This design comes from an exercise in tuning for small area on the open sky130 flow, not from production work. In this exercise RTL edits were held to simulation tests only and were not proved equivalent to the original. The clock cells of this run come from the design's own scripts or RTL, not from TritonCTS. The clock input has no modelled driver; a real chip could not lean on it and would need a root buffer or a full tree. No activity file was given, so power comes from the tool's default toggle rates.

===== design/flow/config.mk =====
export PLATFORM = sky130hd
export DESIGN_NAME = top
export DESIGN_NICKNAME = top
export VERILOG_FILES = /design/flow/design.v
export SDC_FILE = /design/flow/constraint.sdc
export NUM_CORES = 4
export LEC_CHECK = 0
export CAP_MARGIN = 20
export CORE_MARGIN = 2
export CORE_UTILIZATION = 70
export SLEW_MARGIN = 20

===== design/flow/constraint.sdc =====
create_clock -name core_clock -period 5.0 [get_ports {clk}]
set_input_delay 1.0000 -clock core_clock [delete_from_list [all_inputs] [get_ports {clk}]]
set_output_delay 1.0000 -clock core_clock [all_outputs]
set_load 0.01 [all_outputs]

===== design/flow/design.v =====
module receiver(
    input clk,
    input rst,
    input read_enable,
    input uart_rx,
    output [7:0] data_out,
    output rx_status
);
localparam [13:0] CB = 14'd0;
localparam [13:0] CW = 14'd19;
localparam READY    = 2'b00;
localparam WAIT_BIT = 2'b01;
localparam LOAD_BIT = 2'b10;
localparam READ_BIT = 2'b11;
reg [1:0] state;
reg [13:0] t;
reg [8:0] sr;
reg x;
wire hit = ~t[0] & ~t[1] & ~t[2] & ~t[3] & ~t[4] & t[5] & ~t[6] & ~t[7] & t[8] &
           t[11] & ~t[12] & ~t[13];
wire ready = (state == READY);
wire wt    = (state == WAIT_BIT);
wire load  = (state == LOAD_BIT);
wire rd    = (state == READ_BIT);
always @(posedge clk) begin
    if (rst)
        state <= READY;
    else
    case (state)
        READY    : if (read_enable && !uart_rx) state <= WAIT_BIT;
        WAIT_BIT : if (hit && !uart_rx) state <= LOAD_BIT;
        LOAD_BIT : state <= READ_BIT;
        READ_BIT : if (hit) state <= (x && !sr[0]) ? READY : LOAD_BIT;
    endcase
end
always @(posedge clk) begin
    if (rst || (ready && read_enable))
        x <= 1'b0;
    else if (load && sr[0])
        x <= 1'b1;
end
assign rx_status = ready & x;
wire ldw = ready | (wt & hit & uart_rx);
wire ldb = (wt & hit & ~uart_rx) | (rd & hit);
always @(posedge clk) begin
    if (ldw)
        t <= CW;
    else if (ldb)
        t <= CB;
    else
        t <= ~{t[12:0], t[12] ^ t[13]};
end
always @(posedge clk) begin
    if (wt & hit)
        sr <= 9'b100000000;
    else if (load) begin
        if (!sr[0])
            sr <= {uart_rx, sr[8:1]};
        else if (x)
            sr[0] <= 1'b0;
    end
end
assign data_out = sr[8:1];
endmodule
module encryptor(
    input clk,
    input rst,
    input encrypt_enable,
    input [7:0] data_in,
    output reg [7:0] data_out,
    output cy_status
);
reg [2:0] s;
reg [7:0] lfsr_reg;
reg [7:0] prev_output;
always @(posedge clk) begin
    if (rst)
        s <= 3'b000;
    else begin
        s[0] <= ~s[1] & (s[0] | encrypt_enable);
        s[1] <= s[0];
        s[2] <= s[1] & ~s[0];
    end
end
assign cy_status = s[2];
wire [7:0] key = {lfsr_reg[6:0], lfsr_reg[7] ^ lfsr_reg[5] ^ lfsr_reg[4] ^ lfsr_reg[3]};
always @(posedge clk) begin
    if (rst) begin
        lfsr_reg <= 8'b10111011;
        prev_output <= 8'b10101110;
        data_out <= 8'b00000000;
    end else if (cy_status) begin
        lfsr_reg <= key;
        data_out <= key ^ prev_output ^ data_in;
        prev_output <= data_out;
    end
end
endmodule
module transmitter(
    input clk,
    input rst,
    input send_enable,
    input [7:0] data,
    output reg uart_tx,
    output tx_status
);
localparam [13:0] C = 14'd143;
localparam [13:0] E = 14'd6;
localparam [13:0] D = C ^ E;
reg [13:0] t;
reg [3:0] idx;
wire same = ((t ^ C) & ~D) == 14'd0;
wire hit  = same & (((t ^ E) & D) == 14'd0);
wire atc  = same & (((t ^ C) & D) == 14'd0);
wire ready = idx[3] & ~idx[2] & idx[0];
wire ld    = ~ready & atc;
always @(posedge clk) begin
    if (rst)
        idx <= 4'd11;
    else if (ready)
        idx <= send_enable ? 4'd15 : 4'd11;
    else if (hit)
        idx <= idx + 1'b1;
end
always @(posedge clk) begin
    if (ready | hit)
        t <= C;
    else
        t <= {~t[12:0], t[0] ^ t[4] ^ t[13]};
end
wire bit_out = idx[3] ? ~idx[0] : data[idx[2:0]];
always @(posedge clk) begin
    if (rst)
        uart_tx <= 1'b1;
    else if (ld)
        uart_tx <= bit_out;
end
assign tx_status = idx[3] & ~idx[1] & idx[0];
endmodule
module top(
    input clk,
    input rst,
    input read_enable,
    input uart_rx,
    output uart_tx,
    output status
);
wire send_enable;
wire encrypt_enable;
wire [7:0] received_data;
wire [7:0] encrypted_data;
receiver    rx (clk, rst, read_enable,     uart_rx,         received_data,   encrypt_enable);
encryptor   cy (clk, rst, encrypt_enable,  received_data,   encrypted_data,  send_enable);
transmitter tx (clk, rst, send_enable,     encrypted_data,  uart_tx,         status);
endmodule

===== design/flow/flow/run.sh =====
#!/bin/bash
# Own flow: the standard ORFS flow (standard.sh) with these changes:
#  - after the standard synthesis, the combinational logic between the
#    registers is re-mapped by ABC for area with each abc_*.script here; the
#    smallest netlist that keeps the standard synthesis's registers (names
#    and cells) and that Yosys proves equivalent to it is laid out;
#  - ABC's buffers are removed at floorplan (REMOVE_ABC_BUFFERS);
#  - port buffers are buf_1 cells;
#  - CTS inserts no dummy loads, and its tree is then replaced by four
#    clkbuf_8 cells fed from the clock port (clock_tree.tcl).
# Each tool's output goes to a log file in this folder.
set -euo pipefail
W=$(pwd)
R=$W/orfs/results/sky130hd/top/base
export REMOVE_ABC_BUFFERS=1
export BUFFER_PORTS_ARGS="-buffer_cell sky130_fd_sc_hd__buf_1"
export CTS_ARGS="${CTS_ARGS_OVERRIDE:--sink_clustering_enable -repair_clock_nets -dont_use_dummy_load -buf_list sky130_fd_sc_hd__clkbuf_4}"
export POST_CTS_TCL=$W/flow/clock_tree.tcl
bash standard.sh synth > $W/standard_synth.log 2>&1
cp $R/1_2_yosys.v $W/standard_1_2_yosys.v
LIB=$FLOW_HOME/platforms/sky130hd/lib/sky130_fd_sc_hd__tt_025C_1v80.lib
# sequential cells of the standard synthesis: kept as they are
SEQ=$(grep -o "sky130_fd_sc_hd__[a-z0-9_]*" $W/standard_1_2_yosys.v | sort -u | grep -E "__(df|edf|sdf|sedf|dl)" | tr '\n' ' ')
DU=$(sed -n '/DONT_USE_CELLS +=/,/^#/p' $FLOW_HOME/platforms/sky130hd/config.mk | grep -o "sky130_fd_sc_hd__[a-z0-9_]*" | sed 's/^/-dont_use /' | tr '\n' ' ')
regs() { python3 - "$1" <<'EOP'
import re,sys
t=open(sys.argv[1]).read()
for c,n in sorted(re.findall(r'(sky130_fd_sc_hd__(?:df|edf|sdf|sedf|dl)\w*)\s+(\S+)\s*\(',t)): print(c,n)
EOP
}
REGS_STD=$(regs $W/standard_1_2_yosys.v)
# one re-map per ABC script, four at a time
remap() {
  S=$1; k=$(basename $S .script)
  cat > $W/resynth_$k.ys <<EOS
read_liberty -ignore_miss_func $LIB
read_verilog $W/standard_1_2_yosys.v
hierarchy -top top
setattr -mod -set keep_hierarchy 1 $SEQ
flatten
delete t:\\\$scopeinfo
rename -hide w:_*_.*
opt_clean
abc -liberty $LIB $DU -script $S
opt_clean -purge
hierarchy -top top
blackbox $SEQ
tee -o $W/resynth_$k.stat stat -liberty $LIB
write_verilog -noattr -nohex -nodec $W/resynth_$k.v
EOS
  timeout 900 yosys -s $W/resynth_$k.ys > $W/resynth_$k.log 2>&1 || return 0
  yosys -p "read_liberty -lib $LIB; read_verilog $W/resynth_$k.v; hierarchy -check -top top; check -assert" > $W/resynth_${k}_check.log 2>&1 || return 0
  [[ -s $W/resynth_$k.v ]] || return 0
  ! grep -qE "always|reg " $W/resynth_$k.v || return 0
  [[ "$(regs $W/resynth_$k.v)" == "$REGS_STD" ]] || return 0
  # equivalence with the standard synthesis, registers paired by name
  timeout 900 yosys -p "read_liberty -ignore_miss_func $LIB; read_verilog $W/standard_1_2_yosys.v; rename top gold;
    read_verilog $W/resynth_$k.v; rename top gate; hierarchy -check;
    flatten gold gate; rename -hide w:_*; opt_clean gold gate;
    equiv_make gold gate eq; hierarchy -top eq; equiv_simple -seq 2; equiv_induct; equiv_status -assert" > $W/resynth_${k}_equiv.log 2>&1 || return 0
  echo "$k $(grep "Chip area" $W/resynth_$k.stat | awk '{print $NF}')" > $W/resynth_$k.ok
}
n=0
for S in $W/flow/abc_*.script; do
  remap $S &
  n=$((n+1)); if (( n % 4 == 0 )); then wait; fi
done
wait
cat $W/resynth_*.ok > $W/resynth_areas.txt 2>/dev/null || true
best=$(sort -k2 -g $W/resynth_areas.txt 2>/dev/null | head -1 | awk '{print $1}')
best_area=$(sort -k2 -g $W/resynth_areas.txt 2>/dev/null | head -1 | awk '{print $2}')
if [[ -n "$best" ]]; then
  echo "using re-mapped netlist $best ($best_area)" > $W/resynth_used.txt
  cp $W/resynth_$best.v $R/1_2_yosys.v
  touch $R/1_2_yosys.v
else
  echo "using standard netlist" > $W/resynth_used.txt
fi
bash standard.sh > $W/standard.log 2>&1

===== design/flow/flow/abc_d1.script =====
&get -n
&st
&deepsyn -T 45 -S 1
&put
strash
dch -f
amap -F 10 -A 10 -C 1000
mfs2
strash
dch -f
amap -F 10 -A 10 -C 1000
mfs2
strash
dch -f
amap -F 10 -A 10 -C 1000
mfs2
strash
dch -f
amap -F 10 -A 10 -C 1000
topo

===== design/flow/flow/abc_d2.script =====
&get -n
&st
&deepsyn -T 45 -S 2
&put
strash
dch -f
amap -F 10 -A 10 -C 1000
mfs2
strash
dch -f
amap -F 10 -A 10 -C 1000
mfs2
strash
dch -f
amap -F 10 -A 10 -C 1000
mfs2
strash
dch -f
amap -F 10 -A 10 -C 1000
topo

===== design/flow/flow/abc_d3.script =====
&get -n
&st
&deepsyn -T 45 -S 3
&put
strash
dch -f
amap -F 10 -A 10 -C 1000
mfs2
strash
dch -f
amap -F 10 -A 10 -C 1000
mfs2
strash
dch -f
amap -F 10 -A 10 -C 1000
mfs2
strash
dch -f
amap -F 10 -A 10 -C 1000
topo

===== design/flow/flow/abc_d4.script =====
&get -n
&st
&deepsyn -T 45 -S 4
&put
strash
dch -f
amap -F 10 -A 10 -C 1000
mfs2
strash
dch -f
amap -F 10 -A 10 -C 1000
mfs2
strash
dch -f
amap -F 10 -A 10 -C 1000
mfs2
strash
dch -f
amap -F 10 -A 10 -C 1000
topo

===== design/flow/flow/abc_d5.script =====
&get -n
&st
&deepsyn -T 60 -S 5
&put
strash
dch -f
amap -F 10 -A 10 -C 1000
mfs2
strash
dch -f
amap -F 10 -A 10 -C 1000
mfs2
strash
dch -f
amap -F 10 -A 10 -C 1000
mfs2
strash
dch -f
amap -F 10 -A 10 -C 1000
topo

===== design/flow/flow/abc_d6.script =====
&get -n
&st
&deepsyn -T 60 -S 6
&put
strash
dch -f
amap -F 10 -A 10 -C 1000
mfs2
strash
dch -f
amap -F 10 -A 10 -C 1000
mfs2
strash
dch -f
amap -F 10 -A 10 -C 1000
mfs2
strash
dch -f
amap -F 10 -A 10 -C 1000
topo

===== design/flow/flow/abc_d7.script =====
&get -n
&st
&deepsyn -T 60 -S 7
&put
strash
dch -f
amap -F 10 -A 10 -C 1000
mfs2
strash
dch -f
amap -F 10 -A 10 -C 1000
mfs2
strash
dch -f
amap -F 10 -A 10 -C 1000
mfs2
strash
dch -f
amap -F 10 -A 10 -C 1000
topo

===== design/flow/flow/abc_d8.script =====
&get -n
&st
&deepsyn -T 60 -S 8
&put
strash
dch -f
amap -F 10 -A 10 -C 1000
mfs2
strash
dch -f
amap -F 10 -A 10 -C 1000
mfs2
strash
dch -f
amap -F 10 -A 10 -C 1000
mfs2
strash
dch -f
amap -F 10 -A 10 -C 1000
topo

===== design/flow/flow/abc_s12.script =====
&get -n
&st
&dch -f
&nf -a -F 10 -A 10
&put
mfs2
strash
dch -f
amap -F 10 -A 10 -C 1000
topo

===== design/flow/flow/abc_s13.script =====
strash
dch -f
amap -F 10 -A 10 -C 1000
mfs2
strash
dch -f
amap -F 10 -A 10 -C 1000
mfs2
strash
dch -f
amap -F 10 -A 10 -C 1000
topo

===== design/flow/flow/abc_s15.script =====
strash
dch -f
amap -F 10 -A 10 -C 1000
mfs2
strash
dch -f
amap -F 10 -A 10 -C 1000
mfs2
strash
dch -f
amap -F 10 -A 10 -C 1000
mfs2
strash
dch -f
amap -F 10 -A 10 -C 1000
mfs2
strash
dch -f
amap -F 10 -A 10 -C 1000
topo

===== design/flow/flow/abc_s17.script =====
&get -n
&st
&deepsyn -T 30
&put
strash
dch -f
amap -F 10 -A 10 -C 1000
mfs2
strash
dch -f
amap -F 10 -A 10 -C 1000
mfs2
strash
dch -f
amap -F 10 -A 10 -C 1000
mfs2
strash
dch -f
amap -F 10 -A 10 -C 1000
topo

===== design/flow/flow/abc_s21.script =====
&get -n
&st
&deepsyn -T 60 -S 13
&put
strash
dch -f
amap -F 10 -A 10 -C 1000
mfs2
strash
dch -f
amap -F 10 -A 10 -C 1000
mfs2
strash
dch -f
amap -F 10 -A 10 -C 1000
mfs2
strash
dch -f
amap -F 10 -A 10 -C 1000
topo

===== design/flow/flow/abc_s32.script =====
&get -n
&st
&deepsyn -T 120 -S 21
&put
strash
dch -f
amap -F 10 -A 10 -C 1000
mfs2
strash
dch -f
amap -F 10 -A 10 -C 1000
mfs2
strash
dch -f
amap -F 10 -A 10 -C 1000
mfs2
strash
dch -f
amap -F 10 -A 10 -C 1000
topo

===== design/flow/flow/abc_s8.script =====
strash
dc2
strash
dch -f
amap -F 10 -A 10 -C 1000
mfs2 -a
strash
dch -f
amap -F 10 -A 10 -C 1000
topo

===== design/flow/flow/clock_tree.tcl =====
# POST_CTS hook: replace the clock tree CTS built (clkbuf_4 H-tree) by four
# clkbuf_8 buffers fed from the clock port, each driving one cluster of
# registers (k-means on their locations), then legalize.
set cell_name sky130_fd_sc_hd__clkbuf_8
set K 4
set block [ord::get_db_block]
set db [ord::get_db]
set clk_port_net [[$block findBTerm clk] getNet]
set ::sinks {}; set ::old_insts {}; set ::old_nets {}
proc walk {net} {
  global sinks old_insts old_nets
  foreach it [$net getITerms] {
    if {[$it isOutputSignal]} continue
    set inst [$it getInst]
    set mname [[$inst getMaster] getName]
    if {[string match "*clkbuf*" $mname] || [string match "*clkinv*" $mname]} {
      if {[lsearch $old_insts $inst] >= 0} continue
      lappend old_insts $inst
      foreach ot [$inst getITerms] {
        if {[$ot isOutputSignal]} { set on [$ot getNet]; if {$on != "NULL"} { lappend old_nets $on; walk $on } }
      }
    } else { lappend sinks $it }
  }
}
walk $clk_port_net
set sinks $::sinks; set old_insts $::old_insts; set old_nets $::old_nets
set pts {}
foreach it $sinks { set b [[$it getInst] getBBox]; lappend pts [list [expr {([$b xMin]+[$b xMax])/2}] [expr {([$b yMin]+[$b yMax])/2}]] }
set n [llength $pts]
# k-means, deterministic start: sinks sorted by x then picked evenly

set cents {}
set sorted [lsort -real -index 0 $pts]
for {set k 0} {$k < $K} {incr k} { lappend cents [lindex $sorted [expr {int(($k + 0.5) * $n / $K)}]] }
for {set iter 0} {$iter < 50} {incr iter} {
  set asg {}
  foreach p $pts {
    set best 0; set bd 1e18
    for {set k 0} {$k < $K} {incr k} {
      set c [lindex $cents $k]
      set d [expr {pow([lindex $p 0]-[lindex $c 0],2)+pow([lindex $p 1]-[lindex $c 1],2)}]
      if {$d < $bd} { set bd $d; set best $k }
    }
    lappend asg $best
  }
  set newc {}
  for {set k 0} {$k < $K} {incr k} {
    set sx 0; set sy 0; set m 0
    foreach p $pts a $asg { if {$a == $k} { set sx [expr {$sx+[lindex $p 0]}]; set sy [expr {$sy+[lindex $p 1]}]; incr m } }
    if {$m > 0} { lappend newc [list [expr {$sx/$m}] [expr {$sy/$m}]] } else { lappend newc [lindex $cents $k] }
  }
  set cents $newc
}
foreach it $sinks { $it disconnect }
foreach inst $old_insts { odb::dbInst_destroy $inst }
foreach net $old_nets { if {[$net getITermCount] == 0 && [$net getBTermCount] == 0} { odb::dbNet_destroy $net } }
set master [$db findMaster $cell_name]
for {set k 0} {$k < $K} {incr k} {
  set buf [odb::dbInst_create $block $master clkbuf_k$k]
  set c [lindex $cents $k]
  $buf setLocation [expr {int([lindex $c 0])}] [expr {int([lindex $c 1])}]
  $buf setPlacementStatus PLACED
  set net [odb::dbNet_create $block clknet_k$k]
  $net setSigType CLOCK
  [$buf findITerm A] connect $clk_port_net
  [$buf findITerm X] connect $net
  set bufs($k) $net
}
foreach it $sinks a $asg { $it connect $bufs($a) }
puts "kbuf: $n sinks, [llength $old_insts] old buffers replaced by $K $cell_name"
detailed_placement
check_placement -verbose
estimate_parasitics -placement
report_worst_slack -max
report_worst_slack -min

===== design/flow/standard.sh =====
#!/bin/bash
# synth_recipe.tcl (not shown) runs the flow's synth.tcl, then flattens the netlist and writes it again
# the make line also repeats each setting of config.mk as NAME=value (left out here)
make -C /OpenROAD-flow-scripts/flow DESIGN_CONFIG=/design/flow/config.mk WORK_HOME=/design/flow/orfs CLKGATE_MAP_FILE= SYNTH_SCRIPT=/design/flow/synth_recipe.tcl "${@:-finish}"

==> summary.txt <==
The run finished with no timing, DRC or antenna violations. Measured along the x axis, the die boundary spans 63.1 um. The HPWL after detailed placement is 3260 um. The end point of the worst hold path is rx.t[10]. The total routing usage reported by global routing came out at 24.7%. The final critical-path required period is 2750 ps. After the first detailed-routing iteration, the DRC count stood at 137.

The ratio of total power to cell area is 322 nW/um^2. The die footprint came out at 3980 um^2. The tightest min-delay check is of the reg2reg type. The total overflow left after global routing is 0. The setup slack of the worst register-to-register path came out at 2840 ps. The die span in y came out at 63.1 um. The average cell area after synthesis came out at 8.88 um^2. The max-slew violation count came to 0. The global placer's final weighted congestion came out at 0.809. The count of final hold-check violations is 0. The count of input and output buffers is 5. The number of standard cells in the layout, taps in and fillers out came out at 330.

Timing would allow up to 364 MHz. Entering global routing, the biggest net connects 22 pins. Summed over all cells, the static leakage comes to 0.962 nW. The synthesized cell area is 2440 um^2.

The clock-pin slew on the worst setup and hold paths is 100 ps. The final cycle utilization of the critical path came out at 55.0%. The final number of setup-violating endpoints is 0. In the final layout, the registers with the most flip-flops are rx.t (14), tx.t (14), rx.sr (9).

For this run, the number of Yosys warnings is 3. In this run the number of cells on the critical path is 4. The total number of nets in the final design came out at 290. The number of top-level pins is 6. The startpoint identified for the worst hold timing path is rx.t[9]. Clock tree synthesis found a total of 72 sinks.

In this run the critical register-to-register path is captured at cy.data_out[3]. The clock reaches the later pin of the worst-skew pair after 160 ps. The remaining antenna violation count is 0.

The cell count of the worst hold path came out at 1. Along the worst path, the maximum fanout reaches 15. STA classifies the critical path startpoint as an input pin. The startpoint of the worst-slack reg-to-reg timing path is cy.s[2].

The iteration count of the initial detailed-routing pass is 4. The via count of the first global-routing pass came out at 1769. The peak ir drop on the vdd network is 0.000270 V. The clock skew after layout is 7.01 ps. STA puts the critical path data required time at 5070 ps. Grouping stages by cell kind, the critical path spends the most delay in buffers and inverters. STA classifies the critical path endpoint as a flop. After detailed routing, the average wire length per cell comes to 13.5 um.

At the pin with the least slew margin, the transition time is 1050 ps. The number of violations of the max-capacitance limit is 0. The global-route wire length before repair is 7730 um. Setup repair after global routing left no endpoint under its margin.

The effective utilization at floorplan is 73.2%. Of the cells placed in the final design, the portion with a size suffix greater than 1 is 1.41%. The initialized floorplan defines 21 standard-cell rows.

The slowest stage of the critical path is the sky130_fd_sc_hd__nor2_1 cell. Relative to the synthesized area, the layout overhead comes to 5.38%. The final-layout setup total negative slack is 0 ps. The total area inside the core boundary comes to 3340 um^2.

The worst register-to-register path has a depth of 4. The via count of the routed design is 1869. The via-per-instance ratio is 5.66. Measured against its own limit, the worst slew margin works out to 29.6%.

Summed over all layers, the routed wires come to 4440 um. Data arrives at the worst endpoint at 2810 ps. The count of unresolved DRC violations after routing came out at 0. By startpoint and endpoint, the worst setup path is classified as in2reg. The initial antenna violation count was 0. Walking the worst path, the cells encountered are buf_1 -> nor2_1 -> clkinv_1 -> a32o_1. The worst path buffer plus inverter count is 2. The total inserted antenna cells is 0. The highest cell delay on the worst timing path came out at 640 ps. The cell count after placement is 326.

The gate count of the mapped netlist came out at 275.
## where the power goes
part / internal (mW) / total, mW / leakage (nW) / switching, mW
Combinational: 0.00969 / 0.0282 / 0.348 / 0.0185
Clock: 0.0744 / 0.207 / 0.0288 / 0.133
Sequential: 0.586 / 0.593 / 0.585 / 0.00740
## worst max-delay path by stage
stage / from / endpoint
finish: rst / cy.data_out[3]
global route: rst / cy.data_out[3]
detailed placement: rst / cy.data_out[3]
global placement: rst / cy.data_out[3]
floorplan: rst / cy.data_out[3]
## through the flow
step	util (%)	hold slack [ps]	total power, mW	setup WS [ps]	instance area (um^2)
after floorplan	-	368	0.624	2680	2440
after global placement	75.4	369	0.633	2050	2520
after detailed placement	75.4	386	0.634	2080	2520
after global routing	77.1	422	0.860	1980	2570
final	77.1	393	0.829	2250	2570
## layer usage
metal	wire length (um)	GRT usage, %
met5	0	0
met4	127	9.72
met3	128	5.71
met2	2140	40.6
met1	2040	31.6
## worst reg2reg max path: cells and delay by family, from the launching register on
family | cells | cell delay, ps
flops | 1 | 330
simple gates | 1 | 640
compound gates | 1 | 400
buf+inv | 2 | 710
## area by class of cell
cell class                 instances  area (um^2)
buffer                             4         55.1
tap                               46         57.6
sequential                        72         1440
timing repair buffer               5         18.8
multi-input combinational        165          857
fill                             250          764
inverter                          38          143
## placed cells by master, fill, tap and decap left out, types with 2 or more instances in the layout
cell,instances
sky130_fd_sc_hd__nor4_1,2
sky130_fd_sc_hd__o22a_1,5
sky130_fd_sc_hd__a221oi_1,2
sky130_fd_sc_hd__dfxtp_1,72
sky130_fd_sc_hd__o221ai_1,2
sky130_fd_sc_hd__buf_1,5
sky130_fd_sc_hd__nor3_1,10
sky130_fd_sc_hd__or2_0,4
sky130_fd_sc_hd__nand3_1,4
sky130_fd_sc_hd__nand4_1,2
sky130_fd_sc_hd__nand2b_1,3
sky130_fd_sc_hd__a21oi_1,21
sky130_fd_sc_hd__o22ai_1,22
sky130_fd_sc_hd__clkinv_1,38
sky130_fd_sc_hd__nand2_1,15
sky130_fd_sc_hd__a32o_1,3
sky130_fd_sc_hd__nor2_1,46
sky130_fd_sc_hd__o21ai_0,17
sky130_fd_sc_hd__and3_1,2
sky130_fd_sc_hd__clkbuf_8,4

==> re-timing with driven ports <==
In the flow no input, the clock included, has a driving cell. The finished layout below was timed again as built, in two steps. Step 1 (the two cells are an assumption about what drives the block):
set clk [get_ports {clk}]
set_driving_cell -lib_cell sky130_fd_sc_hd__clkbuf_16 $clk
set_driving_cell -lib_cell sky130_fd_sc_hd__buf_2 [delete_from_list [all_inputs] $clk]
Step 2 adds t to the input delays and takes it off the output delays; t is the mean of the earliest and latest rising clock arrival at the registers after step 1. Input paths then give back, and output paths get back, about the clock's delay inside the block. Three values: no drivers, after step 1, after step 2; two values: the first two.
t (ns): 0.212
setup slack, ns: 2.252 / 2.290 / 2.078
slew at the worst register clock pin (ns): 0.10 / 0.10
After both steps this run still meets setup and hold. The setup slack of this run moves by +0.038 ns with the drivers and by -0.174 ns with both steps.
